Background: an optimization exercise with open tools, aiming at small area, a short achievable clock period and few clock cycles per item. Do not read the settings as production practice. Function was checked by simulation only, so behaviour that the tests miss may differ from the original. Power and IR drop assume default switching activity.

**flow/config.mk**
```make
export PLATFORM = sky130hd
export DESIGN_NAME = wallace_multi
export DESIGN_NICKNAME = wallace_multi
export VERILOG_FILES = /design/flow/design.v
export SDC_FILE = /design/flow/constraint.sdc
export NUM_CORES = 4
export LEC_CHECK = 0
export CAP_MARGIN = 20
export CORE_MARGIN = 2
export CORE_UTILIZATION = 40
export CTS_BUF_LIST = sky130_fd_sc_hd__clkbuf_8
export CTS_CLUSTER_DIAMETER = 80
export CTS_CLUSTER_SIZE = 16
export SETUP_SLACK_MARGIN = 1.6
export SLEW_MARGIN = 20
export SYNTH_HIERARCHICAL = 1
```
**flow/constraint.sdc**
```tcl
create_clock -name core_clock -period 4.0 [get_ports {clk}]
set_input_delay 0.8000 -clock core_clock [delete_from_list [all_inputs] [get_ports {clk}]]
set_output_delay 0.8000 -clock core_clock [all_outputs]
set_load 0.01 [all_outputs]
```
**flow/design.v**
```verilog
module wallace_multi (
    input clk,
    input rst,
    input [15:0] a,
    input [15:0] b,
    output reg [31:0] p,
    output reg done
);
    wire c225;
    wire c227;
    wire c229;
    wire c231;
    wire c233;
    wire c235;
    wire c237;
    wire c239;
    wire c241;
    wire c243;
    wire c245;
    wire c249;
    wire c251;
    wire c253;
    wire c255;
    wire c259;
    wire c261;
    wire c263;
    wire c268;
    wire c271;
    wire c273;
    wire c275;
    wire c277;
    wire c282;
    wire c284;
    wire c286;
    wire c288;
    wire c290;
    wire c295;
    wire c297;
    wire c299;
    wire c301;
    wire c303;
    wire c305;
    wire c310;
    wire c312;
    wire c314;
    wire c316;
    wire c318;
    wire c323;
    wire c327;
    wire c329;
    wire c331;
    wire c333;
    wire c335;
    wire c337;
    wire c342;
    wire c345;
    wire c347;
    wire c349;
    wire c351;
    wire c353;
    wire c355;
    wire c360;
    wire c363;
    wire c365;
    wire c367;
    wire c369;
    wire c371;
    wire c373;
    wire c378;
    wire c382;
    wire c384;
    wire c386;
    wire c388;
    wire c390;
    wire c392;
    wire c394;
    wire c399;
    wire c401;
    wire c403;
    wire c405;
    wire c407;
    wire c409;
    wire c411;
    wire c416;
    wire c419;
    wire c421;
    wire c423;
    wire c425;
    wire c427;
    wire c429;
    wire c434;
    wire c437;
    wire c439;
    wire c441;
    wire c443;
    wire c445;
    wire c450;
    wire c453;
    wire c455;
    wire c457;
    wire c459;
    wire c461;
    wire c466;
    wire c469;
    wire c471;
    wire c473;
    wire c475;
    wire c480;
    wire c483;
    wire c485;
    wire c487;
    wire c489;
    wire c494;
    wire c497;
    wire c499;
    wire c501;
    wire c503;
    wire c507;
    wire c509;
    wire c511;
    wire c513;
    wire c518;
    wire c520;
    wire c522;
    wire c527;
    wire c529;
    wire c531;
    wire c536;
    wire c538;
    wire c540;
    wire c542;
    wire c544;
    wire c546;
    wire c548;
    wire n1;
    wire n2;
    wire n3;
    wire n4;
    wire n5;
    wire n6;
    wire n7;
    wire n8;
    wire n9;
    wire n10;
    wire n11;
    wire n12;
    wire n13;
    wire n14;
    wire n15;
    wire n19;
    wire n22;
    wire n24;
    wire n26;
    wire n28;
    wire n30;
    wire n32;
    wire n34;
    wire n36;
    wire n38;
    wire n40;
    wire n42;
    wire n44;
    wire n46;
    wire n48;
    wire n50;
    wire n51;
    wire n52;
    wire n55;
    wire n57;
    wire n58;
    wire n59;
    wire n60;
    wire n61;
    wire n62;
    wire n63;
    wire n64;
    wire n65;
    wire n66;
    wire n67;
    wire n68;
    wire n69;
    wire n70;
    wire n71;
    wire n72;
    wire n73;
    wire n76;
    wire n78;
    wire n79;
    wire n80;
    wire n81;
    wire n82;
    wire n83;
    wire n84;
    wire n85;
    wire n86;
    wire n87;
    wire n88;
    wire n89;
    wire n90;
    wire n91;
    wire n92;
    wire n93;
    wire n94;
    wire n97;
    wire n99;
    wire n100;
    wire n101;
    wire n102;
    wire n103;
    wire n104;
    wire n105;
    wire n106;
    wire n107;
    wire n108;
    wire n109;
    wire n110;
    wire n111;
    wire n112;
    wire n113;
    wire n114;
    wire n115;
    wire n118;
    wire n120;
    wire n121;
    wire n122;
    wire n123;
    wire n124;
    wire n125;
    wire n126;
    wire n127;
    wire n128;
    wire n129;
    wire n130;
    wire n131;
    wire n132;
    wire n133;
    wire n134;
    wire n135;
    wire n136;
    wire n139;
    wire n141;
    wire n142;
    wire n143;
    wire n144;
    wire n145;
    wire n146;
    wire n147;
    wire n148;
    wire n149;
    wire n150;
    wire n151;
    wire n152;
    wire n153;
    wire n154;
    wire n155;
    wire n156;
    wire n157;
    wire n160;
    wire n162;
    wire n163;
    wire n164;
    wire n165;
    wire n166;
    wire n167;
    wire n168;
    wire n169;
    wire n170;
    wire n171;
    wire n172;
    wire n173;
    wire n174;
    wire n175;
    wire n176;
    wire n177;
    wire n178;
    wire n181;
    wire n183;
    wire n184;
    wire n185;
    wire n186;
    wire n187;
    wire n188;
    wire n189;
    wire n190;
    wire n191;
    wire n192;
    wire n193;
    wire n194;
    wire n195;
    wire n196;
    wire n197;
    wire n198;
    wire n199;
    wire n200;
    wire n201;
    wire n202;
    wire n203;
    wire n204;
    wire n205;
    wire n206;
    wire n207;
    wire n208;
    wire n209;
    wire n210;
    wire n211;
    wire n212;
    wire n213;
    wire n214;
    wire n215;
    wire n216;
    wire n217;
    wire n218;
    wire n219;
    wire n220;
    wire n221;
    wire n222;
    wire n223;
    wire n549;
    wire n550;
    wire n551;
    wire n552;
    wire n553;
    wire n554;
    wire n555;
    wire n556;
    wire n559;
    wire n560;
    wire n562;
    wire n563;
    wire n564;
    wire n565;
    wire n566;
    wire n567;
    wire n568;
    wire n569;
    wire n570;
    wire n571;
    wire n572;
    wire n573;
    wire n574;
    wire n575;
    wire n576;
    wire n577;
    wire n578;
    wire n579;
    wire n580;
    wire n581;
    wire n582;
    wire n583;
    wire n584;
    wire n585;
    wire n586;
    wire n587;
    wire n588;
    wire n589;
    wire n590;
    wire n591;
    wire n592;
    wire n593;
    wire n594;
    wire n595;
    wire n596;
    wire n597;
    wire n598;
    wire n599;
    wire n601;
    wire n602;
    wire n603;
    wire n604;
    wire n605;
    wire n606;
    wire n607;
    wire n608;
    wire n609;
    wire n610;
    wire n611;
    wire n612;
    wire n615;
    wire n617;
    wire n618;
    wire n619;
    wire n620;
    wire n621;
    wire n622;
    wire n623;
    wire n624;
    wire n625;
    wire n626;
    wire n627;
    wire n628;
    wire n629;
    wire n630;
    wire n631;
    wire n632;
    wire n633;
    wire n634;
    wire n635;
    wire n636;
    wire n637;
    wire n640;
    wire n641;
    wire n645;
    wire n647;
    wire n648;
    wire n649;
    wire n650;
    wire n651;
    wire n652;
    wire n653;
    wire n657;
    wire n659;
    wire n663;
    wire n665;
    wire n666;
    wire n667;
    wire n668;
    wire n669;
    wire n670;
    wire n671;
    wire n673;
    wire n675;
    wire n677;
    wire n679;
    wire n682;
    wire n683;
    wire n684;
    wire n685;
    wire n687;
    wire n689;
    wire n692;
    wire n693;
    wire n694;
    wire n695;
    wire n696;
    wire n697;
    wire n698;
    wire n699;
    wire n700;
    wire n701;
    wire n704;
    wire n705;
    wire n706;
    wire n707;
    wire n708;
    wire n709;
    wire n711;
    wire n713;
    wire n714;
    wire n715;
    wire n718;
    wire n719;
    wire n722;
    wire n723;
    wire n726;
    wire n727;
    wire n728;
    wire n729;
    wire n730;
    wire n731;
    wire n732;
    wire n733;
    wire n734;
    wire n735;
    wire n736;
    wire n737;
    wire n740;
    wire n741;
    wire n743;
    wire n744;
    wire n747;
    wire n748;
    wire n751;
    wire n752;
    wire n755;
    wire n756;
    wire n759;
    wire n760;
    wire n763;
    wire n764;
    wire n767;
    wire n768;
    wire n771;
    wire n772;
    wire n775;
    wire n776;
    wire n777;
    wire n778;
    wire n779;
    wire n780;
    wire n781;
    wire n782;
    wire n783;
    wire n784;
    wire n785;
    wire n786;
    wire n787;
    wire n788;
    wire n790;
    wire n791;
    wire n793;
    wire n794;
    wire n796;
    wire n797;
    wire n799;
    wire n800;
    wire n802;
    wire n803;
    wire n805;
    wire n806;
    wire n808;
    wire n809;
    wire n811;
    wire n812;
    wire n814;
    wire n815;
    wire n817;
    reg r16;
    reg r17;
    reg r18;
    reg r20;
    reg r21;
    reg r23;
    reg r25;
    reg r27;
    reg r29;
    reg r31;
    reg r33;
    reg r35;
    reg r37;
    reg r39;
    reg r41;
    reg r43;
    reg r45;
    reg r47;
    reg r49;
    reg r53;
    reg r54;
    reg r56;
    reg r74;
    reg r75;
    reg r77;
    reg r95;
    reg r96;
    reg r98;
    reg r116;
    reg r117;
    reg r119;
    reg r137;
    reg r138;
    reg r140;
    reg r158;
    reg r159;
    reg r161;
    reg r179;
    reg r180;
    reg r182;
    reg r246;
    reg r247;
    reg r256;
    reg r257;
    reg r264;
    reg r265;
    reg r266;
    reg r269;
    reg r278;
    reg r279;
    reg r280;
    reg r291;
    reg r292;
    reg r293;
    reg r306;
    reg r307;
    reg r308;
    reg r319;
    reg r320;
    reg r321;
    reg r324;
    reg r325;
    reg r338;
    reg r339;
    reg r340;
    reg r343;
    reg r356;
    reg r357;
    reg r358;
    reg r361;
    reg r374;
    reg r375;
    reg r376;
    reg r379;
    reg r380;
    reg r395;
    reg r396;
    reg r397;
    reg r412;
    reg r413;
    reg r414;
    reg r417;
    reg r430;
    reg r431;
    reg r432;
    reg r435;
    reg r446;
    reg r447;
    reg r448;
    reg r451;
    reg r462;
    reg r463;
    reg r464;
    reg r467;
    reg r476;
    reg r477;
    reg r478;
    reg r481;
    reg r490;
    reg r491;
    reg r492;
    reg r495;
    reg r504;
    reg r505;
    reg r514;
    reg r515;
    reg r516;
    reg r523;
    reg r524;
    reg r525;
    reg r532;
    reg r533;
    reg r534;
    reg r557;
    reg r558;
    reg r561;
    reg r600;
    reg r613;
    reg r614;
    reg r616;
    reg r638;
    reg r639;
    reg r642;
    reg r643;
    reg r644;
    reg r646;
    reg r654;
    reg r655;
    reg r656;
    reg r658;
    reg r660;
    reg r661;
    reg r662;
    reg r664;
    reg r672;
    reg r674;
    reg r676;
    reg r678;
    reg r680;
    reg r681;
    reg r686;
    reg r688;
    reg r690;
    reg r691;
    reg r702;
    reg r703;
    reg r710;
    reg r712;
    reg r716;
    reg r717;
    reg r720;
    reg r721;
    reg r724;
    reg r725;
    reg r738;
    reg r739;
    reg r742;
    reg r745;
    reg r746;
    reg r749;
    reg r750;
    reg r753;
    reg r754;
    reg r757;
    reg r758;
    reg r761;
    reg r762;
    reg r765;
    reg r766;
    reg r769;
    reg r770;
    reg r773;
    reg r774;
    reg r789;
    reg r792;
    reg r795;
    reg r798;
    reg r801;
    reg r804;
    reg r807;
    reg r810;
    reg r813;
    reg r816;
    reg r818;
    reg r819;
    reg r820;
    reg r821;
    reg r822;
    reg r823;
    reg r824;
    reg r825;
    reg r826;
    reg r827;
    reg r828;
    reg r829;
    reg r830;
    reg r831;
    reg r832;
    reg r833;
    wire s224;
    wire s226;
    wire s228;
    wire s230;
    wire s232;
    wire s234;
    wire s236;
    wire s238;
    wire s240;
    wire s242;
    wire s244;
    wire s248;
    wire s250;
    wire s252;
    wire s254;
    wire s258;
    wire s260;
    wire s262;
    wire s267;
    wire s270;
    wire s272;
    wire s274;
    wire s276;
    wire s281;
    wire s283;
    wire s285;
    wire s287;
    wire s289;
    wire s294;
    wire s296;
    wire s298;
    wire s300;
    wire s302;
    wire s304;
    wire s309;
    wire s311;
    wire s313;
    wire s315;
    wire s317;
    wire s322;
    wire s326;
    wire s328;
    wire s330;
    wire s332;
    wire s334;
    wire s336;
    wire s341;
    wire s344;
    wire s346;
    wire s348;
    wire s350;
    wire s352;
    wire s354;
    wire s359;
    wire s362;
    wire s364;
    wire s366;
    wire s368;
    wire s370;
    wire s372;
    wire s377;
    wire s381;
    wire s383;
    wire s385;
    wire s387;
    wire s389;
    wire s391;
    wire s393;
    wire s398;
    wire s400;
    wire s402;
    wire s404;
    wire s406;
    wire s408;
    wire s410;
    wire s415;
    wire s418;
    wire s420;
    wire s422;
    wire s424;
    wire s426;
    wire s428;
    wire s433;
    wire s436;
    wire s438;
    wire s440;
    wire s442;
    wire s444;
    wire s449;
    wire s452;
    wire s454;
    wire s456;
    wire s458;
    wire s460;
    wire s465;
    wire s468;
    wire s470;
    wire s472;
    wire s474;
    wire s479;
    wire s482;
    wire s484;
    wire s486;
    wire s488;
    wire s493;
    wire s496;
    wire s498;
    wire s500;
    wire s502;
    wire s506;
    wire s508;
    wire s510;
    wire s512;
    wire s517;
    wire s519;
    wire s521;
    wire s526;
    wire s528;
    wire s530;
    wire s535;
    wire s537;
    wire s539;
    wire s541;
    wire s543;
    wire s545;
    wire s547;
    assign n1 = b[1] & ~b[0];
    assign n2 = b[2] ^ b[1];
    assign n3 = (b[3] & ~b[2] & ~b[1]) | (~b[3] & b[2] & b[1]);
    assign n4 = b[4] ^ b[3];
    assign n5 = (b[5] & ~b[4] & ~b[3]) | (~b[5] & b[4] & b[3]);
    assign n6 = b[6] ^ b[5];
    assign n7 = (b[7] & ~b[6] & ~b[5]) | (~b[7] & b[6] & b[5]);
    assign n8 = b[8] ^ b[7];
    assign n9 = (b[9] & ~b[8] & ~b[7]) | (~b[9] & b[8] & b[7]);
    assign n10 = b[10] ^ b[9];
    assign n11 = (b[11] & ~b[10] & ~b[9]) | (~b[11] & b[10] & b[9]);
    assign n12 = b[12] ^ b[11];
    assign n13 = (b[13] & ~b[12] & ~b[11]) | (~b[13] & b[12] & b[11]);
    assign n14 = b[14] ^ b[13];
    assign n15 = (b[15] & ~b[14] & ~b[13]) | (~b[15] & b[14] & b[13]);
    always @(posedge clk) begin
        r16 <= b[0];
        r17 <= a[0];
        r18 <= b[1];
        r20 <= a[1];
        r21 <= n1;
        r23 <= a[2];
        r25 <= a[3];
        r27 <= a[4];
        r29 <= a[5];
        r31 <= a[6];
        r33 <= a[7];
        r35 <= a[8];
        r37 <= a[9];
        r39 <= a[10];
        r41 <= a[11];
        r43 <= a[12];
        r45 <= a[13];
        r47 <= a[14];
        r49 <= a[15];
        r53 <= n2;
        r54 <= b[3];
        r56 <= n3;
        r74 <= n4;
        r75 <= b[5];
        r77 <= n5;
        r95 <= n6;
        r96 <= b[7];
        r98 <= n7;
        r116 <= n8;
        r117 <= b[9];
        r119 <= n9;
        r137 <= n10;
        r138 <= b[11];
        r140 <= n11;
        r158 <= n12;
        r159 <= b[13];
        r161 <= n13;
        r179 <= n14;
        r180 <= b[15];
        r182 <= n15;
    end
    assign n19 = (r16 & r17) ^ r18;
    mbs un22 (.one(r16), .a1(r20), .two(r21), .a0(r17), .neg(r18), .x(n22));
    mbs un24 (.one(r16), .a1(r23), .two(r21), .a0(r20), .neg(r18), .x(n24));
    mbs un26 (.one(r16), .a1(r25), .two(r21), .a0(r23), .neg(r18), .x(n26));
    mbs un28 (.one(r16), .a1(r27), .two(r21), .a0(r25), .neg(r18), .x(n28));
    mbs un30 (.one(r16), .a1(r29), .two(r21), .a0(r27), .neg(r18), .x(n30));
    mbs un32 (.one(r16), .a1(r31), .two(r21), .a0(r29), .neg(r18), .x(n32));
    mbs un34 (.one(r16), .a1(r33), .two(r21), .a0(r31), .neg(r18), .x(n34));
    mbs un36 (.one(r16), .a1(r35), .two(r21), .a0(r33), .neg(r18), .x(n36));
    mbs un38 (.one(r16), .a1(r37), .two(r21), .a0(r35), .neg(r18), .x(n38));
    mbs un40 (.one(r16), .a1(r39), .two(r21), .a0(r37), .neg(r18), .x(n40));
    mbs un42 (.one(r16), .a1(r41), .two(r21), .a0(r39), .neg(r18), .x(n42));
    mbs un44 (.one(r16), .a1(r43), .two(r21), .a0(r41), .neg(r18), .x(n44));
    mbs un46 (.one(r16), .a1(r45), .two(r21), .a0(r43), .neg(r18), .x(n46));
    mbs un48 (.one(r16), .a1(r47), .two(r21), .a0(r45), .neg(r18), .x(n48));
    mbs un50 (.one(r16), .a1(r49), .two(r21), .a0(r47), .neg(r18), .x(n50));
    assign n51 = (r21 & r49) ^ r18;
    assign n52 = ~r18;
    assign n55 = (r53 & r17) ^ r54;
    mbs un57 (.one(r53), .a1(r20), .two(r56), .a0(r17), .neg(r54), .x(n57));
    mbs un58 (.one(r53), .a1(r23), .two(r56), .a0(r20), .neg(r54), .x(n58));
    mbs un59 (.one(r53), .a1(r25), .two(r56), .a0(r23), .neg(r54), .x(n59));
    mbs un60 (.one(r53), .a1(r27), .two(r56), .a0(r25), .neg(r54), .x(n60));
    mbs un61 (.one(r53), .a1(r29), .two(r56), .a0(r27), .neg(r54), .x(n61));
    mbs un62 (.one(r53), .a1(r31), .two(r56), .a0(r29), .neg(r54), .x(n62));
    mbs un63 (.one(r53), .a1(r33), .two(r56), .a0(r31), .neg(r54), .x(n63));
    mbs un64 (.one(r53), .a1(r35), .two(r56), .a0(r33), .neg(r54), .x(n64));
    mbs un65 (.one(r53), .a1(r37), .two(r56), .a0(r35), .neg(r54), .x(n65));
    mbs un66 (.one(r53), .a1(r39), .two(r56), .a0(r37), .neg(r54), .x(n66));
    mbs un67 (.one(r53), .a1(r41), .two(r56), .a0(r39), .neg(r54), .x(n67));
    mbs un68 (.one(r53), .a1(r43), .two(r56), .a0(r41), .neg(r54), .x(n68));
    mbs un69 (.one(r53), .a1(r45), .two(r56), .a0(r43), .neg(r54), .x(n69));
    mbs un70 (.one(r53), .a1(r47), .two(r56), .a0(r45), .neg(r54), .x(n70));
    mbs un71 (.one(r53), .a1(r49), .two(r56), .a0(r47), .neg(r54), .x(n71));
    assign n72 = (r56 & r49) ^ r54;
    assign n73 = ~r54;
    assign n76 = (r74 & r17) ^ r75;
    mbs un78 (.one(r74), .a1(r20), .two(r77), .a0(r17), .neg(r75), .x(n78));
    mbs un79 (.one(r74), .a1(r23), .two(r77), .a0(r20), .neg(r75), .x(n79));
    mbs un80 (.one(r74), .a1(r25), .two(r77), .a0(r23), .neg(r75), .x(n80));
    mbs un81 (.one(r74), .a1(r27), .two(r77), .a0(r25), .neg(r75), .x(n81));
    mbs un82 (.one(r74), .a1(r29), .two(r77), .a0(r27), .neg(r75), .x(n82));
    mbs un83 (.one(r74), .a1(r31), .two(r77), .a0(r29), .neg(r75), .x(n83));
    mbs un84 (.one(r74), .a1(r33), .two(r77), .a0(r31), .neg(r75), .x(n84));
    mbs un85 (.one(r74), .a1(r35), .two(r77), .a0(r33), .neg(r75), .x(n85));
    mbs un86 (.one(r74), .a1(r37), .two(r77), .a0(r35), .neg(r75), .x(n86));
    mbs un87 (.one(r74), .a1(r39), .two(r77), .a0(r37), .neg(r75), .x(n87));
    mbs un88 (.one(r74), .a1(r41), .two(r77), .a0(r39), .neg(r75), .x(n88));
    mbs un89 (.one(r74), .a1(r43), .two(r77), .a0(r41), .neg(r75), .x(n89));
    mbs un90 (.one(r74), .a1(r45), .two(r77), .a0(r43), .neg(r75), .x(n90));
    mbs un91 (.one(r74), .a1(r47), .two(r77), .a0(r45), .neg(r75), .x(n91));
    mbs un92 (.one(r74), .a1(r49), .two(r77), .a0(r47), .neg(r75), .x(n92));
    assign n93 = (r77 & r49) ^ r75;
    assign n94 = ~r75;
    assign n97 = (r95 & r17) ^ r96;
    mbs un99 (.one(r95), .a1(r20), .two(r98), .a0(r17), .neg(r96), .x(n99));
    mbs un100 (.one(r95), .a1(r23), .two(r98), .a0(r20), .neg(r96), .x(n100));
    mbs un101 (.one(r95), .a1(r25), .two(r98), .a0(r23), .neg(r96), .x(n101));
    mbs un102 (.one(r95), .a1(r27), .two(r98), .a0(r25), .neg(r96), .x(n102));
    mbs un103 (.one(r95), .a1(r29), .two(r98), .a0(r27), .neg(r96), .x(n103));
    mbs un104 (.one(r95), .a1(r31), .two(r98), .a0(r29), .neg(r96), .x(n104));
    mbs un105 (.one(r95), .a1(r33), .two(r98), .a0(r31), .neg(r96), .x(n105));
    mbs un106 (.one(r95), .a1(r35), .two(r98), .a0(r33), .neg(r96), .x(n106));
    mbs un107 (.one(r95), .a1(r37), .two(r98), .a0(r35), .neg(r96), .x(n107));
    mbs un108 (.one(r95), .a1(r39), .two(r98), .a0(r37), .neg(r96), .x(n108));
    mbs un109 (.one(r95), .a1(r41), .two(r98), .a0(r39), .neg(r96), .x(n109));
    mbs un110 (.one(r95), .a1(r43), .two(r98), .a0(r41), .neg(r96), .x(n110));
    mbs un111 (.one(r95), .a1(r45), .two(r98), .a0(r43), .neg(r96), .x(n111));
    mbs un112 (.one(r95), .a1(r47), .two(r98), .a0(r45), .neg(r96), .x(n112));
    mbs un113 (.one(r95), .a1(r49), .two(r98), .a0(r47), .neg(r96), .x(n113));
    assign n114 = (r98 & r49) ^ r96;
    assign n115 = ~r96;
    assign n118 = (r116 & r17) ^ r117;
    mbs un120 (.one(r116), .a1(r20), .two(r119), .a0(r17), .neg(r117), .x(n120));
    mbs un121 (.one(r116), .a1(r23), .two(r119), .a0(r20), .neg(r117), .x(n121));
    mbs un122 (.one(r116), .a1(r25), .two(r119), .a0(r23), .neg(r117), .x(n122));
    mbs un123 (.one(r116), .a1(r27), .two(r119), .a0(r25), .neg(r117), .x(n123));
    mbs un124 (.one(r116), .a1(r29), .two(r119), .a0(r27), .neg(r117), .x(n124));
    mbs un125 (.one(r116), .a1(r31), .two(r119), .a0(r29), .neg(r117), .x(n125));
    mbs un126 (.one(r116), .a1(r33), .two(r119), .a0(r31), .neg(r117), .x(n126));
    mbs un127 (.one(r116), .a1(r35), .two(r119), .a0(r33), .neg(r117), .x(n127));
    mbs un128 (.one(r116), .a1(r37), .two(r119), .a0(r35), .neg(r117), .x(n128));
    mbs un129 (.one(r116), .a1(r39), .two(r119), .a0(r37), .neg(r117), .x(n129));
    mbs un130 (.one(r116), .a1(r41), .two(r119), .a0(r39), .neg(r117), .x(n130));
    mbs un131 (.one(r116), .a1(r43), .two(r119), .a0(r41), .neg(r117), .x(n131));
    mbs un132 (.one(r116), .a1(r45), .two(r119), .a0(r43), .neg(r117), .x(n132));
    mbs un133 (.one(r116), .a1(r47), .two(r119), .a0(r45), .neg(r117), .x(n133));
    mbs un134 (.one(r116), .a1(r49), .two(r119), .a0(r47), .neg(r117), .x(n134));
    assign n135 = (r119 & r49) ^ r117;
    assign n136 = ~r117;
    assign n139 = (r137 & r17) ^ r138;
    mbs un141 (.one(r137), .a1(r20), .two(r140), .a0(r17), .neg(r138), .x(n141));
    mbs un142 (.one(r137), .a1(r23), .two(r140), .a0(r20), .neg(r138), .x(n142));
    mbs un143 (.one(r137), .a1(r25), .two(r140), .a0(r23), .neg(r138), .x(n143));
    mbs un144 (.one(r137), .a1(r27), .two(r140), .a0(r25), .neg(r138), .x(n144));
    mbs un145 (.one(r137), .a1(r29), .two(r140), .a0(r27), .neg(r138), .x(n145));
    mbs un146 (.one(r137), .a1(r31), .two(r140), .a0(r29), .neg(r138), .x(n146));
    mbs un147 (.one(r137), .a1(r33), .two(r140), .a0(r31), .neg(r138), .x(n147));
    mbs un148 (.one(r137), .a1(r35), .two(r140), .a0(r33), .neg(r138), .x(n148));
    mbs un149 (.one(r137), .a1(r37), .two(r140), .a0(r35), .neg(r138), .x(n149));
    mbs un150 (.one(r137), .a1(r39), .two(r140), .a0(r37), .neg(r138), .x(n150));
    mbs un151 (.one(r137), .a1(r41), .two(r140), .a0(r39), .neg(r138), .x(n151));
    mbs un152 (.one(r137), .a1(r43), .two(r140), .a0(r41), .neg(r138), .x(n152));
    mbs un153 (.one(r137), .a1(r45), .two(r140), .a0(r43), .neg(r138), .x(n153));
    mbs un154 (.one(r137), .a1(r47), .two(r140), .a0(r45), .neg(r138), .x(n154));
    mbs un155 (.one(r137), .a1(r49), .two(r140), .a0(r47), .neg(r138), .x(n155));
    assign n156 = (r140 & r49) ^ r138;
    assign n157 = ~r138;
    assign n160 = (r158 & r17) ^ r159;
    mbs un162 (.one(r158), .a1(r20), .two(r161), .a0(r17), .neg(r159), .x(n162));
    mbs un163 (.one(r158), .a1(r23), .two(r161), .a0(r20), .neg(r159), .x(n163));
    mbs un164 (.one(r158), .a1(r25), .two(r161), .a0(r23), .neg(r159), .x(n164));
    mbs un165 (.one(r158), .a1(r27), .two(r161), .a0(r25), .neg(r159), .x(n165));
    mbs un166 (.one(r158), .a1(r29), .two(r161), .a0(r27), .neg(r159), .x(n166));
    mbs un167 (.one(r158), .a1(r31), .two(r161), .a0(r29), .neg(r159), .x(n167));
    mbs un168 (.one(r158), .a1(r33), .two(r161), .a0(r31), .neg(r159), .x(n168));
    mbs un169 (.one(r158), .a1(r35), .two(r161), .a0(r33), .neg(r159), .x(n169));
    mbs un170 (.one(r158), .a1(r37), .two(r161), .a0(r35), .neg(r159), .x(n170));
    mbs un171 (.one(r158), .a1(r39), .two(r161), .a0(r37), .neg(r159), .x(n171));
    mbs un172 (.one(r158), .a1(r41), .two(r161), .a0(r39), .neg(r159), .x(n172));
    mbs un173 (.one(r158), .a1(r43), .two(r161), .a0(r41), .neg(r159), .x(n173));
    mbs un174 (.one(r158), .a1(r45), .two(r161), .a0(r43), .neg(r159), .x(n174));
    mbs un175 (.one(r158), .a1(r47), .two(r161), .a0(r45), .neg(r159), .x(n175));
    mbs un176 (.one(r158), .a1(r49), .two(r161), .a0(r47), .neg(r159), .x(n176));
    assign n177 = (r161 & r49) ^ r159;
    assign n178 = ~r159;
    assign n181 = (r179 & r17) ^ r180;
    mbs un183 (.one(r179), .a1(r20), .two(r182), .a0(r17), .neg(r180), .x(n183));
    mbs un184 (.one(r179), .a1(r23), .two(r182), .a0(r20), .neg(r180), .x(n184));
    mbs un185 (.one(r179), .a1(r25), .two(r182), .a0(r23), .neg(r180), .x(n185));
    mbs un186 (.one(r179), .a1(r27), .two(r182), .a0(r25), .neg(r180), .x(n186));
    mbs un187 (.one(r179), .a1(r29), .two(r182), .a0(r27), .neg(r180), .x(n187));
    mbs un188 (.one(r179), .a1(r31), .two(r182), .a0(r29), .neg(r180), .x(n188));
    mbs un189 (.one(r179), .a1(r33), .two(r182), .a0(r31), .neg(r180), .x(n189));
    mbs un190 (.one(r179), .a1(r35), .two(r182), .a0(r33), .neg(r180), .x(n190));
    mbs un191 (.one(r179), .a1(r37), .two(r182), .a0(r35), .neg(r180), .x(n191));
    mbs un192 (.one(r179), .a1(r39), .two(r182), .a0(r37), .neg(r180), .x(n192));
    mbs un193 (.one(r179), .a1(r41), .two(r182), .a0(r39), .neg(r180), .x(n193));
    mbs un194 (.one(r179), .a1(r43), .two(r182), .a0(r41), .neg(r180), .x(n194));
    mbs un195 (.one(r179), .a1(r45), .two(r182), .a0(r43), .neg(r180), .x(n195));
    mbs un196 (.one(r179), .a1(r47), .two(r182), .a0(r45), .neg(r180), .x(n196));
    mbs un197 (.one(r179), .a1(r49), .two(r182), .a0(r47), .neg(r180), .x(n197));
    assign n198 = (r182 & r49) ^ r180;
    assign n199 = ~r180;
    assign n200 = r180 & r17;
    assign n201 = r180 & r20;
    assign n202 = r180 & r23;
    assign n203 = r180 & r25;
    assign n204 = r180 & r27;
    assign n205 = r180 & r29;
    assign n206 = r180 & r31;
    assign n207 = r180 & r33;
    assign n208 = r180 & r35;
    assign n209 = r180 & r37;
    assign n210 = r180 & r39;
    assign n211 = r180 & r41;
    assign n212 = r180 & r43;
    assign n213 = r180 & r45;
    assign n214 = r180 & r47;
    assign n215 = r180 & r49;
    assign n216 = ~n201;
    assign n217 = ~n201;
    assign n218 = ~n204;
    assign n219 = ~n206;
    assign n220 = ~n208;
    assign n221 = ~n210;
    assign n222 = ~n212;
    assign n223 = ~n214;
    mha us224 (.a(r54), .b(n24), .s(s224), .co(c225));
    mha us226 (.a(n26), .b(n57), .s(s226), .co(c227));
    mfa us228 (.a(r75), .b(n28), .c(n58), .s(s228), .co(c229));
    mha us230 (.a(n76), .b(c227), .s(s230), .co(c231));
    mfa us232 (.a(n30), .b(n59), .c(n78), .s(s232), .co(c233));
    mfa us234 (.a(c229), .b(s232), .c(c231), .s(s234), .co(c235));
    mfa us236 (.a(r96), .b(n32), .c(n60), .s(s236), .co(c237));
    mfa us238 (.a(n79), .b(n97), .c(c233), .s(s238), .co(c239));
    mha us240 (.a(s236), .b(s238), .s(s240), .co(c241));
    mfa us242 (.a(n34), .b(n61), .c(n80), .s(s242), .co(c243));
    mfa us244 (.a(n99), .b(c237), .c(s242), .s(s244), .co(c245));
    mfa us250 (.a(r117), .b(n36), .c(n62), .s(s250), .co(c251));
    mfa us252 (.a(n81), .b(n100), .c(n118), .s(s252), .co(c253));
    mfa us254 (.a(c243), .b(s250), .c(s252), .s(s254), .co(c255));
    mfa us260 (.a(n38), .b(n63), .c(n82), .s(s260), .co(c261));
    mfa us262 (.a(n101), .b(n120), .c(c251), .s(s262), .co(c263));
    mfa us272 (.a(r138), .b(n40), .c(n64), .s(s272), .co(c273));
    mfa us274 (.a(n83), .b(n102), .c(n121), .s(s274), .co(c275));
    mfa us276 (.a(n139), .b(c261), .c(s272), .s(s276), .co(c277));
    mfa us285 (.a(n42), .b(n65), .c(n84), .s(s285), .co(c286));
    mfa us287 (.a(n103), .b(n122), .c(n141), .s(s287), .co(c288));
    mfa us289 (.a(c273), .b(c275), .c(s285), .s(s289), .co(c290));
    mfa us298 (.a(r159), .b(n44), .c(n66), .s(s298), .co(c299));
    mfa us300 (.a(n85), .b(n104), .c(n123), .s(s300), .co(c301));
    mfa us302 (.a(n142), .b(n160), .c(c286), .s(s302), .co(c303));
    mfa us304 (.a(c288), .b(s298), .c(s300), .s(s304), .co(c305));
    mfa us313 (.a(n46), .b(n67), .c(n86), .s(s313), .co(c314));
    mfa us315 (.a(n105), .b(n124), .c(n143), .s(s315), .co(c316));
    mfa us317 (.a(n162), .b(c299), .c(c301), .s(s317), .co(c318));
    mfa us330 (.a(r180), .b(n48), .c(n68), .s(s330), .co(c331));
    mfa us332 (.a(n87), .b(n106), .c(n125), .s(s332), .co(c333));
    mfa us334 (.a(n144), .b(n163), .c(n181), .s(s334), .co(c335));
    mfa us336 (.a(c314), .b(c316), .c(s330), .s(s336), .co(c337));
    mfa us348 (.a(n50), .b(n69), .c(n88), .s(s348), .co(c349));
    mfa us350 (.a(n107), .b(n126), .c(n145), .s(s350), .co(c351));
    mfa us352 (.a(n164), .b(n183), .c(c331), .s(s352), .co(c353));
    mfa us354 (.a(c333), .b(c335), .c(s348), .s(s354), .co(c355));
    mfa us366 (.a(n200), .b(n51), .c(n70), .s(s366), .co(c367));
    mfa us368 (.a(n89), .b(n108), .c(n127), .s(s368), .co(c369));
    mfa us370 (.a(n146), .b(n165), .c(n184), .s(s370), .co(c371));
    mfa us372 (.a(c349), .b(c351), .c(s366), .s(s372), .co(c373));
    mfa us385 (.a(n52), .b(n216), .c(n71), .s(s385), .co(c386));
    mfa us387 (.a(n90), .b(n109), .c(n128), .s(s387), .co(c388));
    mfa us389 (.a(n147), .b(n166), .c(n185), .s(s389), .co(c390));
    mfa us391 (.a(c367), .b(c369), .c(c371), .s(s391), .co(c392));
    mfa us393 (.a(s385), .b(s387), .c(s389), .s(s393), .co(c394));
    mfa us402 (.a(n202), .b(n217), .c(n72), .s(s402), .co(c403));
    mfa us404 (.a(n91), .b(n110), .c(n129), .s(s404), .co(c405));
    mfa us406 (.a(n148), .b(n167), .c(n186), .s(s406), .co(c407));
    mfa us408 (.a(c386), .b(c388), .c(c390), .s(s408), .co(c409));
    mfa us410 (.a(s402), .b(s404), .c(s406), .s(s410), .co(c411));
    mfa us420 (.a(n73), .b(n203), .c(n201), .s(s420), .co(c421));
    mfa us422 (.a(s420), .b(n92), .c(n111), .s(s422), .co(c423));
    mfa us424 (.a(n130), .b(n149), .c(n168), .s(s424), .co(c425));
    mfa us426 (.a(n187), .b(c403), .c(c405), .s(s426), .co(c427));
    mfa us428 (.a(c407), .b(s422), .c(s424), .s(s428), .co(c429));
    mfa us438 (.a(n218), .b(c421), .c(n93), .s(s438), .co(c439));
    mfa us440 (.a(n112), .b(n131), .c(n150), .s(s440), .co(c441));
    mfa us442 (.a(n169), .b(n188), .c(c423), .s(s442), .co(c443));
    mfa us444 (.a(c425), .b(s438), .c(s440), .s(s444), .co(c445));
    mfa us454 (.a(n94), .b(n205), .c(n204), .s(s454), .co(c455));
    mfa us456 (.a(s454), .b(n113), .c(n132), .s(s456), .co(c457));
    mfa us458 (.a(n151), .b(n170), .c(n189), .s(s458), .co(c459));
    mfa us460 (.a(c439), .b(c441), .c(s456), .s(s460), .co(c461));
    mfa us470 (.a(n219), .b(c455), .c(n114), .s(s470), .co(c471));
    mfa us472 (.a(n133), .b(n152), .c(n171), .s(s472), .co(c473));
    mfa us474 (.a(n190), .b(c457), .c(c459), .s(s474), .co(c475));
    mfa us484 (.a(n115), .b(n207), .c(n206), .s(s484), .co(c485));
    mfa us486 (.a(s484), .b(n134), .c(n153), .s(s486), .co(c487));
    mfa us488 (.a(n172), .b(n191), .c(c471), .s(s488), .co(c489));
    mfa us498 (.a(n220), .b(c485), .c(n135), .s(s498), .co(c499));
    mfa us500 (.a(n154), .b(n173), .c(n192), .s(s500), .co(c501));
    mfa us502 (.a(c487), .b(s498), .c(s500), .s(s502), .co(c503));
    mfa us508 (.a(n136), .b(n209), .c(n208), .s(s508), .co(c509));
    mfa us510 (.a(s508), .b(n155), .c(n174), .s(s510), .co(c511));
    mfa us512 (.a(n193), .b(c499), .c(c501), .s(s512), .co(c513));
    mfa us519 (.a(n221), .b(c509), .c(n156), .s(s519), .co(c520));
    mfa us521 (.a(n175), .b(n194), .c(c511), .s(s521), .co(c522));
    mfa us528 (.a(n157), .b(n211), .c(n210), .s(s528), .co(c529));
    mfa us530 (.a(s528), .b(n176), .c(n195), .s(s530), .co(c531));
    mfa us537 (.a(n222), .b(c529), .c(n177), .s(s537), .co(c538));
    mfa us539 (.a(n196), .b(c531), .c(s537), .s(s539), .co(c540));
    mfa us541 (.a(n178), .b(n213), .c(n212), .s(s541), .co(c542));
    mfa us543 (.a(s541), .b(n197), .c(c538), .s(s543), .co(c544));
    mfa us545 (.a(n223), .b(c542), .c(n198), .s(s545), .co(c546));
    mfa us547 (.a(n199), .b(n215), .c(n214), .s(s547), .co(c548));
    assign n549 = n19 & r18;
    assign n550 = n19 ^ r18;
    assign n551 = n55 & s224;
    assign n552 = n55 ^ s224;
    assign n553 = c225 & s226;
    assign n554 = c225 ^ s226;
    assign n555 = s228 & s230;
    assign n556 = s228 ^ s230;
    assign n603 = c540 & s543;
    assign n604 = c540 ^ s543;
    assign n605 = c544 & s545;
    assign n606 = c544 ^ s545;
    assign n607 = c546 & s547;
    assign n608 = c546 ^ s547;
    assign n609 = n22 & n549;
    assign n610 = n22 & n550;
    assign n611 = n553 | (n554 & n551);
    assign n612 = n554 & n552;
    assign n648 = n611 | (n612 & n609);
    assign n649 = n612 & n610;
    assign n728 = n551 | (n552 & n609);
    assign n729 = n552 & n610;
    assign n777 = n22 ^ n549;
    assign n778 = n552 ^ n609;
    assign n779 = n554 ^ n728;
    always @(posedge clk) begin
        r246 <= c239;
        r247 <= s244;
        r256 <= c245;
        r257 <= s254;
        r264 <= c253;
        r265 <= s260;
        r266 <= c255;
        r269 <= s262;
        r278 <= s274;
        r279 <= c263;
        r280 <= s276;
        r291 <= s287;
        r292 <= c277;
        r293 <= s289;
        r306 <= c290;
        r307 <= s302;
        r308 <= s304;
        r319 <= s313;
        r320 <= s315;
        r321 <= c303;
        r324 <= c305;
        r325 <= s317;
        r338 <= s332;
        r339 <= s334;
        r340 <= c318;
        r343 <= s336;
        r356 <= s350;
        r357 <= c337;
        r358 <= s352;
        r361 <= s354;
        r374 <= s368;
        r375 <= s370;
        r376 <= c353;
        r379 <= c355;
        r380 <= s372;
        r395 <= c373;
        r396 <= s391;
        r397 <= s393;
        r412 <= c392;
        r413 <= c394;
        r414 <= s408;
        r417 <= s410;
        r430 <= c409;
        r431 <= c411;
        r432 <= s426;
        r435 <= s428;
        r446 <= c427;
        r447 <= c429;
        r448 <= s442;
        r451 <= s444;
        r462 <= s458;
        r463 <= c443;
        r464 <= c445;
        r467 <= s460;
        r476 <= s470;
        r477 <= s472;
        r478 <= c461;
        r481 <= s474;
        r490 <= c473;
        r491 <= s486;
        r492 <= c475;
        r495 <= s488;
        r504 <= c489;
        r505 <= s502;
        r514 <= s510;
        r515 <= c503;
        r516 <= s512;
        r523 <= s519;
        r524 <= c513;
        r525 <= s521;
        r532 <= c520;
        r533 <= s530;
        r534 <= c522;
        r557 <= c235;
        r558 <= s240;
        r561 <= c241;
        r600 <= s539;
        r613 <= s234;
        r614 <= n555;
        r616 <= n556;
        r638 <= n603;
        r639 <= n604;
        r642 <= n607;
        r643 <= n608;
        r644 <= n605;
        r646 <= n606;
        r672 <= n648;
        r674 <= n649;
        r818 <= n550;
        r820 <= n777;
        r822 <= n778;
        r824 <= n779;
    end
    mha us248 (.a(r246), .b(r247), .s(s248), .co(c249));
    mha us258 (.a(r256), .b(r257), .s(s258), .co(c259));
    mfa us267 (.a(r264), .b(r265), .c(r266), .s(s267), .co(c268));
    mha us270 (.a(r269), .b(c259), .s(s270), .co(c271));
    mfa us281 (.a(r278), .b(r279), .c(r280), .s(s281), .co(c282));
    mfa us283 (.a(c268), .b(s281), .c(c271), .s(s283), .co(c284));
    mfa us294 (.a(r291), .b(r292), .c(r293), .s(s294), .co(c295));
    mha us296 (.a(c282), .b(s294), .s(s296), .co(c297));
    mfa us309 (.a(r306), .b(r307), .c(r308), .s(s309), .co(c310));
    mha us311 (.a(c295), .b(s309), .s(s311), .co(c312));
    mfa us322 (.a(r319), .b(r320), .c(r321), .s(s322), .co(c323));
    mfa us326 (.a(r324), .b(r325), .c(c310), .s(s326), .co(c327));
    mha us328 (.a(s322), .b(c312), .s(s328), .co(c329));
    mfa us341 (.a(r338), .b(r339), .c(r340), .s(s341), .co(c342));
    mfa us344 (.a(r343), .b(c323), .c(s341), .s(s344), .co(c345));
    mfa us346 (.a(c327), .b(s344), .c(c329), .s(s346), .co(c347));
    mfa us359 (.a(r356), .b(r357), .c(r358), .s(s359), .co(c360));
    mfa us362 (.a(r361), .b(c342), .c(s359), .s(s362), .co(c363));
    mha us364 (.a(c345), .b(s362), .s(s364), .co(c365));
    mfa us377 (.a(r374), .b(r375), .c(r376), .s(s377), .co(c378));
    mfa us381 (.a(r379), .b(r380), .c(c360), .s(s381), .co(c382));
    mfa us383 (.a(s377), .b(c363), .c(s381), .s(s383), .co(c384));
    mfa us398 (.a(r395), .b(r396), .c(r397), .s(s398), .co(c399));
    mfa us400 (.a(c378), .b(s398), .c(c382), .s(s400), .co(c401));
    mfa us415 (.a(r412), .b(r413), .c(r414), .s(s415), .co(c416));
    mfa us418 (.a(r417), .b(c399), .c(s415), .s(s418), .co(c419));
    mfa us433 (.a(r430), .b(r431), .c(r432), .s(s433), .co(c434));
    mfa us436 (.a(r435), .b(c416), .c(s433), .s(s436), .co(c437));
    mfa us449 (.a(r446), .b(r447), .c(r448), .s(s449), .co(c450));
    mfa us452 (.a(r451), .b(c434), .c(s449), .s(s452), .co(c453));
    mfa us465 (.a(r462), .b(r463), .c(r464), .s(s465), .co(c466));
    mfa us468 (.a(r467), .b(c450), .c(s465), .s(s468), .co(c469));
    mfa us479 (.a(r476), .b(r477), .c(r478), .s(s479), .co(c480));
    mfa us482 (.a(r481), .b(c466), .c(s479), .s(s482), .co(c483));
    mfa us493 (.a(r490), .b(r491), .c(r492), .s(s493), .co(c494));
    mfa us496 (.a(r495), .b(c480), .c(s493), .s(s496), .co(c497));
    mfa us506 (.a(r504), .b(r505), .c(c494), .s(s506), .co(c507));
    mfa us517 (.a(r514), .b(r515), .c(r516), .s(s517), .co(c518));
    mfa us526 (.a(r523), .b(r524), .c(r525), .s(s526), .co(c527));
    mfa us535 (.a(r532), .b(r533), .c(r534), .s(s535), .co(c536));
    assign n559 = r557 & r558;
    assign n560 = r557 ^ r558;
    assign n562 = r561 & s248;
    assign n563 = r561 ^ s248;
    assign n564 = c249 & s258;
    assign n565 = c249 ^ s258;
    assign n566 = s267 & s270;
    assign n567 = s267 ^ s270;
    assign n568 = c284 & s296;
    assign n569 = c284 ^ s296;
    assign n570 = c297 & s311;
    assign n571 = c297 ^ s311;
    assign n572 = s326 & s328;
    assign n573 = s326 ^ s328;
    assign n574 = c347 & s364;
    assign n575 = c347 ^ s364;
    assign n576 = c365 & s383;
    assign n577 = c365 ^ s383;
    assign n578 = c384 & s400;
    assign n579 = c384 ^ s400;
    assign n580 = c401 & s418;
    assign n581 = c401 ^ s418;
    assign n582 = c419 & s436;
    assign n583 = c419 ^ s436;
    assign n584 = c437 & s452;
    assign n585 = c437 ^ s452;
    assign n586 = c453 & s468;
    assign n587 = c453 ^ s468;
    assign n588 = c469 & s482;
    assign n589 = c469 ^ s482;
    assign n590 = c483 & s496;
    assign n591 = c483 ^ s496;
    assign n592 = c497 & s506;
    assign n593 = c497 ^ s506;
    assign n594 = c507 & s517;
    assign n595 = c507 ^ s517;
    assign n596 = c518 & s526;
    assign n597 = c518 ^ s526;
    assign n598 = c527 & s535;
    assign n599 = c527 ^ s535;
    assign n601 = c536 & r600;
    assign n602 = c536 ^ r600;
    assign n615 = r613 & r614;
    assign n617 = r613 & r616;
    assign n618 = n562 | (n563 & n559);
    assign n619 = n563 & n560;
    assign n620 = n566 | (n567 & n564);
    assign n621 = n567 & n565;
    assign n622 = n569 & s283;
    assign n623 = n572 | (n573 & n570);
    assign n624 = n573 & n571;
    assign n625 = n575 & s346;
    assign n626 = n578 | (n579 & n576);
    assign n627 = n579 & n577;
    assign n628 = n582 | (n583 & n580);
    assign n629 = n583 & n581;
    assign n630 = n586 | (n587 & n584);
    assign n631 = n587 & n585;
    assign n632 = n590 | (n591 & n588);
    assign n633 = n591 & n589;
    assign n634 = n594 | (n595 & n592);
    assign n635 = n595 & n593;
    assign n636 = n598 | (n599 & n596);
    assign n637 = n599 & n597;
    assign n640 = r638 | (r639 & n601);
    assign n641 = r639 & n602;
    assign n645 = r642 | (r643 & r644);
    assign n647 = r643 & r646;
    assign n650 = n618 | (n619 & n615);
    assign n651 = n619 & n617;
    assign n652 = n568 | (n622 & n620);
    assign n653 = n622 & n621;
    assign n666 = n632 | (n633 & n630);
    assign n667 = n633 & n631;
    assign n668 = n636 | (n637 & n634);
    assign n669 = n637 & n635;
    assign n670 = n645 | (n647 & n640);
    assign n671 = n647 & n641;
    assign n673 = n650 | (n651 & r672);
    assign n675 = n651 & r674;
    assign n684 = n670 | (n671 & n668);
    assign n685 = n671 & n669;
    assign n698 = n652 | (n653 & n673);
    assign n699 = n653 & n675;
    assign n706 = n615 | (n617 & r672);
    assign n707 = n617 & r674;
    assign n708 = n620 | (n621 & n673);
    assign n709 = n621 & n675;
    assign n730 = r614 | (r616 & r672);
    assign n731 = r616 & r674;
    assign n732 = n559 | (n560 & n706);
    assign n733 = n560 & n707;
    assign n734 = n564 | (n565 & n673);
    assign n735 = n565 & n675;
    assign n736 = s283 & n708;
    assign n737 = s283 & n709;
    assign n780 = r616 ^ r672;
    assign n781 = r613 ^ n730;
    assign n782 = n560 ^ n706;
    assign n783 = n563 ^ n732;
    assign n784 = n565 ^ n673;
    assign n785 = n567 ^ n734;
    assign n786 = s283 ^ n708;
    assign n787 = n569 ^ n736;
    always @(posedge clk) begin
        r654 <= n574;
        r655 <= n625;
        r656 <= n623;
        r658 <= n624;
        r660 <= n628;
        r661 <= n629;
        r662 <= n626;
        r664 <= n627;
        r676 <= n652;
        r678 <= n653;
        r680 <= n666;
        r681 <= n667;
        r686 <= n673;
        r688 <= n675;
        r690 <= n684;
        r691 <= n685;
        r702 <= n668;
        r703 <= n669;
        r710 <= n698;
        r712 <= n699;
        r716 <= n630;
        r717 <= n631;
        r720 <= n634;
        r721 <= n635;
        r724 <= n640;
        r725 <= n641;
        r738 <= n570;
        r739 <= n571;
        r742 <= s346;
        r745 <= n576;
        r746 <= n577;
        r749 <= n580;
        r750 <= n581;
        r753 <= n584;
        r754 <= n585;
        r757 <= n588;
        r758 <= n589;
        r761 <= n592;
        r762 <= n593;
        r765 <= n596;
        r766 <= n597;
        r769 <= n601;
        r770 <= n602;
        r773 <= r644;
        r774 <= r646;
        r789 <= n573;
        r792 <= n575;
        r795 <= n579;
        r798 <= n583;
        r801 <= n587;
        r804 <= n591;
        r807 <= n595;
        r810 <= n599;
        r813 <= r639;
        r816 <= r643;
        r819 <= r818;
        r821 <= r820;
        r823 <= r822;
        r825 <= r824;
        r826 <= n780;
        r827 <= n781;
        r828 <= n782;
        r829 <= n783;
        r830 <= n784;
        r831 <= n785;
        r832 <= n786;
        r833 <= n787;
    end
    assign n657 = r654 | (r655 & r656);
    assign n659 = r655 & r658;
    assign n663 = r660 | (r661 & r662);
    assign n665 = r661 & r664;
    assign n677 = n657 | (n659 & r676);
    assign n679 = n659 & r678;
    assign n682 = r680 | (r681 & n663);
    assign n683 = r681 & n665;
    assign n687 = n677 | (n679 & r686);
    assign n689 = n679 & r688;
    assign n692 = r690 | (r691 & n682);
    assign n693 = r691 & n683;
    assign n694 = n692 | (n693 & n687);
    assign n695 = n693 & n689;
    assign n696 = n682 | (n683 & n687);
    assign n697 = n683 & n689;
    assign n700 = n663 | (n665 & n687);
    assign n701 = n665 & n689;
    assign n704 = r702 | (r703 & n696);
    assign n705 = r703 & n697;
    assign n711 = r656 | (r658 & r710);
    assign n713 = r658 & r712;
    assign n714 = r662 | (r664 & n687);
    assign n715 = r664 & n689;
    assign n718 = r716 | (r717 & n700);
    assign n719 = r717 & n701;
    assign n722 = r720 | (r721 & n696);
    assign n723 = r721 & n697;
    assign n726 = r724 | (r725 & n704);
    assign n727 = r725 & n705;
    assign n740 = r738 | (r739 & r710);
    assign n741 = r739 & r712;
    assign n743 = r742 & n711;
    assign n744 = r742 & n713;
    assign n747 = r745 | (r746 & n687);
    assign n748 = r746 & n689;
    assign n751 = r749 | (r750 & n714);
    assign n752 = r750 & n715;
    assign n755 = r753 | (r754 & n700);
    assign n756 = r754 & n701;
    assign n759 = r757 | (r758 & n718);
    assign n760 = r758 & n719;
    assign n763 = r761 | (r762 & n696);
    assign n764 = r762 & n697;
    assign n767 = r765 | (r766 & n722);
    assign n768 = r766 & n723;
    assign n771 = r769 | (r770 & n704);
    assign n772 = r770 & n705;
    assign n775 = r773 | (r774 & n726);
    assign n776 = r774 & n727;
    assign n788 = r739 ^ r710;
    assign n790 = r789 ^ n740;
    assign n791 = r742 ^ n711;
    assign n793 = r792 ^ n743;
    assign n794 = r746 ^ n687;
    assign n796 = r795 ^ n747;
    assign n797 = r750 ^ n714;
    assign n799 = r798 ^ n751;
    assign n800 = r754 ^ n700;
    assign n802 = r801 ^ n755;
    assign n803 = r758 ^ n718;
    assign n805 = r804 ^ n759;
    assign n806 = r762 ^ n696;
    assign n808 = r807 ^ n763;
    assign n809 = r766 ^ n722;
    assign n811 = r810 ^ n767;
    assign n812 = r770 ^ n704;
    assign n814 = r813 ^ n771;
    assign n815 = r774 ^ n726;
    assign n817 = r816 ^ n775;
    always @(posedge clk) p <= {n817, n815, n814, n812, n811, n809, n808, n806, n805, n803, n802, n800, n799, n797, n796, n794, n793, n791, n790, n788, r833, r832, r831, r830, r829, r828, r827, r826, r825, r823, r821, r819};
    reg [2:0] v;
    always @(posedge clk or negedge rst) begin
        if (!rst) begin
            v <= 3'b0;
            done <= 1'b0;
        end else begin
            v <= {v[1:0], 1'b1};
            done <= v[2];
        end
    end
endmodule
module mfa (input a, input b, input c, output s, output co);
    assign s = a ^ b ^ c;
    assign co = (a & b) | (a & c) | (b & c);
endmodule
module mha (input a, input b, output s, output co);
    assign s = a ^ b;
    assign co = a & b;
endmodule
module mbs (input one, input a1, input two, input a0, input neg, output x);
    wire m;
    ma22o u0 (.a(one), .b(a1), .c(two), .d(a0), .y(m));
    mxor u1 (.a(m), .b(neg), .y(x));
endmodule
module ma22o (input a, input b, input c, input d, output y);
    assign y = (a & b) | (c & d);
endmodule
module mxor (input a, input b, output y);
    assign y = a ^ b;
endmodule
```
**flow/flow/run.sh**
```bash
#!/bin/bash
set -euo pipefail
export BUFFER_PORTS_ARGS="-buffer_cell sky130_fd_sc_hd__buf_2"
bash standard.sh finish > orfs_make.log 2>&1
```
**flow/standard.sh**
```bash
#!/bin/bash
# synth_recipe.tcl (not shown) runs the flow's synth.tcl, then flattens the netlist and writes it again
# the make line also repeats each setting of config.mk as NAME=value (left out here)
make -C /OpenROAD-flow-scripts/flow DESIGN_CONFIG=/design/flow/config.mk WORK_HOME=/design/flow/orfs CLKGATE_MAP_FILE= SYNTH_SCRIPT=/design/flow/synth_recipe.tcl "${@:-finish}"
```
==> summary.txt, run 1 <==
- The worst pin sits at a relative slew slack of 0.514.
- The placed instances occupy a cell area of ~0.012 mm^2.
- The power per unit of standard cell area is approximately 730 mW/mm^2.
- Relative to the synthesized area, the layout overhead comes to 11.5%.
- Of all nets on the critical path, the largest fanout is 16.
- For the pin with the worst max-slew slack, the measured transition is ~0.73 ns.
- The number of antenna diodes in the final layout is 0.
- The congestion estimate from routability-driven global placement came to just under 0.9.
- The HPWL after detailed placement is ~16000 um.
- The final design area excluding fillers is between 0.01 and 0.015 mm^2.
- For the finished layout, the period the worst path requires is between 2 and 2.5 ns.
- The number of max-cap violations is 0.
- The final net count is 1118.
- The number of instances on the worst hold path is 0.
- The register with the most flip-flops in the layout has 32 of them.
- The number of port buffers is 66.
- The hold violation count in the final report is 0.
- The sum of overflow across all layers after global routing is 0.
- The flow ran to the end and the layout has no timing, DRC or antenna violations.
- The library cell used as clock root buffer is clkbuf_8.
- The floorplan step defined a die boundary enclosing 0.0283 mm^2.
- Of the cells placed in the final design, the portion with a size suffix greater than 1 is 0.149.
- The clock skew after layout is between 0.02 and 0.03 ns.
- The share of flip-flops with an asynchronous set or reset after synthesis is 0.0175.
- The via count of the first global-routing pass is 6772.
- After detailed placement, the design holds a cell count of 1231.
- The netlist uses 32 different library cells.
- Clock-pin slew was measured on the worst setup and hold paths at approximately 0.1 ns.
- Synthesis handed over a netlist of approximately 820 instances.
- The largest vdd supply drop is 0.000310 V.
- CTS built an H-tree with a depth of 1.
- Setup repair after global routing could not meet its margin everywhere.
- The global-route total usage across every layer is 0.167.
- By count the netlist is led by 225 x dfxtp_1, 133 x xor2_1, 120 x a22o_1.
- Setup violations remaining at the end of the flow were counted as 0.
- STA classifies the critical path endpoint as a flip-flop.
- The number of detailed-route iterations in the first pass is 5.
- In this run the critical register-to-register path is launched from r56$_DFF_P_.
- During I/O placement, the number of pins put on the boundary was 67.
- The reg2reg setup slack is ~1.6 ns.
- The completed layout was analyzed and its total power is about 9000 uW.
- The analysis attributes to cell leakage a power of 0.00533 uW.
- The cell area that synthesis handed to floorplanning was approximately 0.011 mm^2.
- The number of register bits inferred by synthesis is roughly 230.
- The cell taking the most area after synthesis is dfxtp_1.
- The largest net degree at the start of global routing is 20.
- The max-slew violation total from the final report came to 0.
- The number of DRC violations after detailed-routing iteration 0 is roughly 350.
- The filler cells instantiated in the layout total ~2500.
- The startpoint of the worst hold path is r820$_DFF_P_.
- Data on the critical path arrives at its endpoint at around 2.9 ns.
- After synthesis, the cell types taking the most area are dfxtp_1 42%, fa_1 22%, xor2_1 11%.
- The critical path is of the reg -> reg type.
- The chip height is 168 um.
- The wire length of the first global-routing pass is between 30000 and 40000 um.
- Among all flip-flop cells after synthesis, the most frequent one is dfxtp_1.
- The worst hold path belongs to the class reg -> reg.
- The achievable clock frequency is around 420 MHz.
- The die is about 170 um wide.
- The number of antenna violations at the first check in global routing was 0.
- STA puts the critical path data required time at roughly 4.5 ns.
- The top-area cell type share of the netlist area is 0.417.
- The total CTS buffers is 18.
- The clock reaches the later pin of the worst-skew pair after approximately 0.53 ns.
- The number of rows in the core area is 60.
- The post-route clock period utilization is 0.595.
- Excluding fillers, the count of instances in the completed layout stands at ~1300.
- The worst reg2reg path depth is 4.
- The number of warnings reported in the yosys synthesis log is 7.
- Summing all flip-flop and latch instances after layout gives 0.00465 mm^2.
- The detailed-route vias per instance is about 5.0.
- The final setup TNS is 0 ns.
- The sequential share of the synthesized area is 0.427.
- The startpoint type of the worst setup path is a flip-flop.
- The largest registers in the layout are p x32, v x3.
- For this run, the share of the core covered by cells in the final layout is 0.450.
- Summing all multi-input logic gate instances after layout gives ~0.0061 mm^2.
- The tree built by TritonCTS fans out to between 200 and 250 sinks.
- In the final routed layout, each cell accounts on average for approximately 18 um.
- The register with the most flip-flops is p.
- Dividing the synthesized area by the synthesized cell count gives between 10 and 15 um^2.
- The area of the core is between 0.02 and 0.03 mm^2.
- After detailed routing, the number of remaining DRC violations is 0.
- Once detail routing completed, the nets flagged for antenna violations numbered 0.
- The worst hold path terminates at r821$_DFF_P_.
- The worst register-to-register path ends at r397$_DFF_P_.
- dfxtp_1 is the most common cell in the netlist.
- The total via count after detailed routing is 6282.
- After detailed routing, the total wire length is around 22000 um.
- The maximum clock insertion buffer count is 3.
- The initial utilization of the core area, before any placement, comes to 0.404.
- Yosys mapped a number of flops with a built-in enable equal to 0.
- The TritonCTS clock tree is yes.
- When the netlist entered floorplanning its net count stood at roughly 1000.
cell usage in the layout (no fill, tap or decap), drive strengths merged, types with 16 or more instances in the layout:
cell type	netlist	layout
and2	16	16
a22o	120	120
xor2	133	133
a21o	17	17
ha	51	51
clkbuf	2	19
dfxtp	225	225
buf	2	82
nand2	28	28
fa	118	118
xnor2	26	26
inv	17	21
power by group:
part / switching, uW / total (uW) / leakage (uW) / internal, uW
registers: 459 / 3760 / 0.00194 / 3300
clock network: 710 / 1150 / 0.000159 / 438
logic: 1960 / 3910 / 0.00323 / 1960
modules after synthesis (local to each module, per instance), excerpt:
module | times used | cells | flip-flops and latches
wallace_multi | 1 | 450 | 229
mha | 11 | 1 | 0
mfa | 115 | 1 | 0
mxor | 120 | 1 | 0
ma22o | 120 | 1 | 0
critical path: stages, from the launching register on:
cell	delay (ns)
dfxtp_1	0.77
a22o_1	0.24
xor2_1	0.27
fa_1	0.51
fa_1	0.54
worst max path at each step:
stage / start / endpoint / slack [ns]
after floorplan: r180$_DFF_P_ / r435$_DFF_P_ / 1.52
after global placement: r138$_DFF_P_ / r639$_DFF_P_ / 1.45
after detailed placement: r41$_DFF_P_ / r639$_DFF_P_ / 1.41
after CTS: r35$_DFF_P_ / r525$_DFF_P_ / 1.60
after global routing: r39$_DFF_P_ / r639$_DFF_P_ / 1.53
final: r56$_DFF_P_ / r397$_DFF_P_ / 1.62
cells by family after synthesis:
kind of cell,count (synthesis),share of synthesized area
AND/OR/NAND/NOR,78,0.0367
flip-flops,229,0.427
buffers and inverters,21,0.00754
XOR/XNOR,159,0.129
AO/OA/AOI/OAI,159,0.122
adder cells (fa/ha/maj),169,0.278
other,1,0.000347
metrics by stage:
| step | setup slack (ns) | hold slack (ns) |
|---|---|---|
| floorplan | 1.52 | 0.310 |
| global placement | 1.45 | 0.311 |
| detailed placement | 1.41 | 0.312 |
| CTS | 1.60 | 0.00488 |
| global route | 1.53 | 0.320 |
| finish | 1.62 | 0.314 |
area by class of cell:
| type | count | share of cell area |
|---|---|---|
| inverters | 17 | 0.00530 |
| flip-flops and latches | 229 | 0.387 |
| well taps | 341 | 0.0355 |
| multi-input cells | 566 | 0.509 |
| clock inverters | 4 | 0.00187 |
| repair buffers | 83 | 0.0406 |
| clock buffers | 19 | 0.0217 |
layer usage:
metal,GRT usage,share of wire
met1,0.237,0.47
met2,0.266,0.45
met3,0.0244,0.059
met4,0.0469,0.022
met5,0,0
what timing repair did:
action,CTS,global route
resized for setup,9,19
endpoints found under the setup margin,13,24
cloned,0,0
setup buffers,1,3
hold buffers,0,1
hold endpoints to repair,0,3
Testbench counts, summed over its fixed seeds: cycles 16,024, items 16,000.
==> run 2: changes to the inputs <==
--- a/flow/config.mk
+++ b/flow/config.mk
@@ -13,3 +13,3 @@
 export CTS_CLUSTER_SIZE = 16
-export SETUP_SLACK_MARGIN = 1.6
+export SETUP_SLACK_MARGIN = 2.0
 export SLEW_MARGIN = 20
==> summary.txt, run 2 <==
- The hold violation count in the final report is 0 (unchanged).
- The achievable clock frequency is 457 MHz (was 420 MHz).
- The number of DRC violations after detailed-routing iteration 0 was 410 (was 354).
- The clock skew after layout is 0.0196 ns (was 0.0290 ns).
- The register with the most flip-flops is p (unchanged).
- The power per unit of standard cell area was 747 mW/mm^2 (was 733 mW/mm^2).
- The number of warnings reported in the yosys synthesis log was 7 (unchanged).
- The total I/O pin count is 67 (unchanged).
- The max-slew violation total from the final report is 0 (unchanged).
- The sequential share of the synthesized area was 0.427 (unchanged).
- The distinct cell type count after synthesis is 32 (unchanged).
- The clock slew seen by the registers of the worst setup and hold paths is 0.09 ns (was 0.10 ns).
- The sequential standard cell area came to 0.00475 mm^2 (was 0.00465 mm^2).
- The final worst-path setup slack was 1.81 ns (was 1.62 ns).
- The primary flip-flop cell chosen by synthesis mapping is dfxtp_1 (unchanged).
- The final setup TNS is 0 ns (unchanged).
- The worst min-delay path class was reg -> reg (unchanged).
- The flip-flop count of the largest register, all copies and words added was 32 (unchanged).
- The most common cell in the synthesized netlist is dfxtp_1 (unchanged).
- The width of the die was 168 um (unchanged).
- The relative contribution of combinational cells to total power is 0.495 (was 0.444).
- The number of port buffers is 66 (unchanged).
- The critical path start-end classification is reg -> reg (unchanged).
- The weighted congestion at the end of routability-driven global placement is 0.814 (was 0.867).
- The final count of negative-setup-slack endpoints is 0 (unchanged).
- The endpoint type of the worst setup path is a flip-flop (unchanged).
- The most frequent standard cell in the layout excluding fill and tap cells is dfxtp_1 (unchanged).
- The required time at the worst-slack endpoint is 4.41 ns (was 4.48 ns).
- The startpoint type of the worst setup path was a flip-flop (unchanged).
- The library cell used as clock root buffer is clkbuf_8 (unchanged).
- The switching power was 3420 uW (was 3130 uW).
- The global-route total usage across every layer is 0.176 (was 0.167).
- The half-perimeter wire length after detailed placement came to 15600 um (was 15900 um).
- The static leakage was 0.00562 uW (was 0.00533 uW).
- The share of cells above drive strength 1 came to 0.305 (was 0.149).
- The diode insertion count for antenna repair is 0 (unchanged).
- The placement-stage cell area came to 0.0117 mm^2 (was 0.0116 mm^2).
- Run status: finished clean (unchanged).
- The total CTS buffers came to 18 (unchanged).
- The reg2reg setup slack came to 1.81 ns (was 1.62 ns).
- The top-area cell type share of the netlist area is 0.417 (unchanged).
- The post-route clock period utilization is 0.547 (was 0.595).
- The arrival time at the worst endpoint was 2.60 ns (was 2.85 ns).
- Cells taking the most area after synthesis: dfxtp_1 42%, fa_1 22%, xor2_1 11% (unchanged).
- The area of the core is 0.0267 mm^2 (unchanged).
- The overall routed net length is 24100 um (was 22300 um).
- Setup repair after global routing missed its margin: true (unchanged).
- The number of detailed-route iterations in the first pass was 4 (was 5).
- The net count of the mapped netlist is 1019 (unchanged).
- The sequential cell fraction of total power is 0.386 (was 0.426).
- The number of register bits inferred by synthesis came to 229 (unchanged).
- The global routing met3 resource utilization is 0.0252 (was 0.0244).
- The area of the die is 0.0283 mm^2 (unchanged).
- The final net count is 1167 (was 1118).
- The busiest layer in global routing is met2 (unchanged).
- The count of flip-flops with a built-in enable after synthesis is 0 (unchanged).
- The maximum level of the CTS H-tree is 1 (unchanged).
- The detailed-route vias per instance came to 5.05 (was 4.99).
- The number of rows in the core area is 60 (unchanged).
- The number of antenna-violating nets in the routed design was 0 (unchanged).
- The number of antenna violations at the first check in global routing is 0 (unchanged).
- The net switching fraction of the power was 0.351 (was 0.354).
- The global-route met1 utilization is 0.240 (was 0.237).
- The cell taking the most area after synthesis is dfxtp_1 (unchanged).
- The area added between synthesis and finish is 20.9% (was 11.5%).
- The detailed-route wire length per cell is 18.4 um (was 17.7 um).
- The effective utilization at floorplan is 0.404 (unchanged).
- The sum of overflow across all layers after global routing was 0 (unchanged).
- The number of max-cap violations is 0 (unchanged).
- The mean instance size in the synthesized netlist is 13.2 um^2 (unchanged).
- Most frequent cells in the layout: 178 x dfxtp_1, 127 x xor2_1, 119 x a22o_1, 67 x buf_2, 62 x fa_1 (was 197 x dfxtp_1, 133 x xor2_1, 120 x a22o_1, 116 x fa_1, 66 x buf_2).
[run 2: cell counts after synthesis]
No cell type changed its count.
[run 2: kinds of logic (layout without fill, tap and decap cells)]
family | Yosys count | after routing | synth area share
fa+ha+maj | 169 | 169 | 0.278
compound gates | 159 | 159 | 0.122
buf+inv | 21 | 174 | 0.00754
simple gates | 78 | 78 | 0.0367
xor+xnor | 159 | 159 | 0.129
flops | 229 | 229 | 0.427
other cells | 1 | 1 | 0.000347
[run 2: repair_timing]
item	CTS	global route
hold buffers	1	0
setup buffers	56	6
resized for setup	99	50
setup endpoints to repair	79	64
pin swaps	23	28
cloned	0	1
endpoints found under the hold margin	4	0
[run 2: path summary, 6_finish.rpt]
check,startpoint,to,cells past startpoint
setup / recovery,r180$_DFF_P_,r525$_DFF_P_,6
hold / removal,r823$_DFF_P_,p[2]$_DFF_P_,0
setup reg to reg,r180$_DFF_P_,r525$_DFF_P_,6
hold reg to reg,r823$_DFF_P_,p[2]$_DFF_P_,0
max in group asynchronous,rst,done$_DFF_PN0_,2
min in group asynchronous,rst,v[2]$_DFF_PN0_,2
[run 2: critical path, cell delays in order, from the launching register on]
cell     delay, ns
dfxtp_4       0.40
buf_8         0.15
buf_4         0.14
and2_1        0.14
fa_1          0.46
fa_2          0.36
fa_1          0.42
[run 2: layout make-up]
type,instances,share of cell area
clock inverter,5,0.00173
inverter,17,0.00508
clock buffer,20,0.0211
sequential,229,0.364
timing repair buffer,132,0.0766
tap,341,0.0327
multi-input combinational,566,0.499
[run 2: Yosys stat by module, one instance, submodules excluded, a selection]
module	cells	cell area (um^2)
wallace_multi	450	6250
ma22o	1	8.76
mfa	1	20.0
mha	1	12.5
mxor	1	8.76
[run 2: metal layers]
layer,vias up,wire length (um)
met2,184,11300
met1,3296,10700
li1,3078,-
met3,52,1310
met5,-,0
met4,0,847
[run 2: through the flow]
stage | power [uW] | instances | hold slack (ns) | util
floorplan | 6700 | 816 | 0.310 | -
CTS | 9750 | 1303 | 0.325 | 0.478
global placement | 7960 | 1221 | 0.310 | 0.436
detailed placement | 8020 | 1221 | 0.312 | 0.436
global route | 10800 | 1310 | 0.330 | 0.488
finish | 9740 | 1310 | 0.326 | 0.488
[run 2: power groups by stage]
stage | Sequential, uW | Combinational [uW] | Clock [uW]
CTS | 3770 | 4750 | 1230
global route | 3870 | 5620 | 1320
finish | 3760 | 4830 | 1160
global placement | 3850 | 4110 | 0
floorplan | 3820 | 2890 | 0
detailed placement | 3870 | 4150 | 0

[what the ideal ports hide]
The flow's constraints put no driver on any port. The routed layouts listed below were extracted and timed again, unchanged, in two steps.
Step 1 assumes that a clkbuf_16 drives the clock port and a buf_2 every other input.
Step 2, shift: input delay + t, output delay - t, t = (earliest + latest rising clock arrival at the registers) / 2. This alone moves slack from input paths to output paths.
Three values: ideal ports, drivers, drivers and shift; two values: the first two.
| run | shift t [ns] | setup slack, ns | worst register clock-pin slew, ns | worst data-port slew with drivers (ns) | cell pins on the clock port's net |
|---|---|---|---|---|---|
| run 1 | 0.559 | 1.621 / 1.621 / 1.621 | 0.11 / 0.11 | 0.04 | 1 |
| run 2 | 0.566 | 1.814 / 1.814 / 1.814 | 0.10 / 0.10 | 0.04 | 1 |
After both steps every run listed still meets setup and hold.
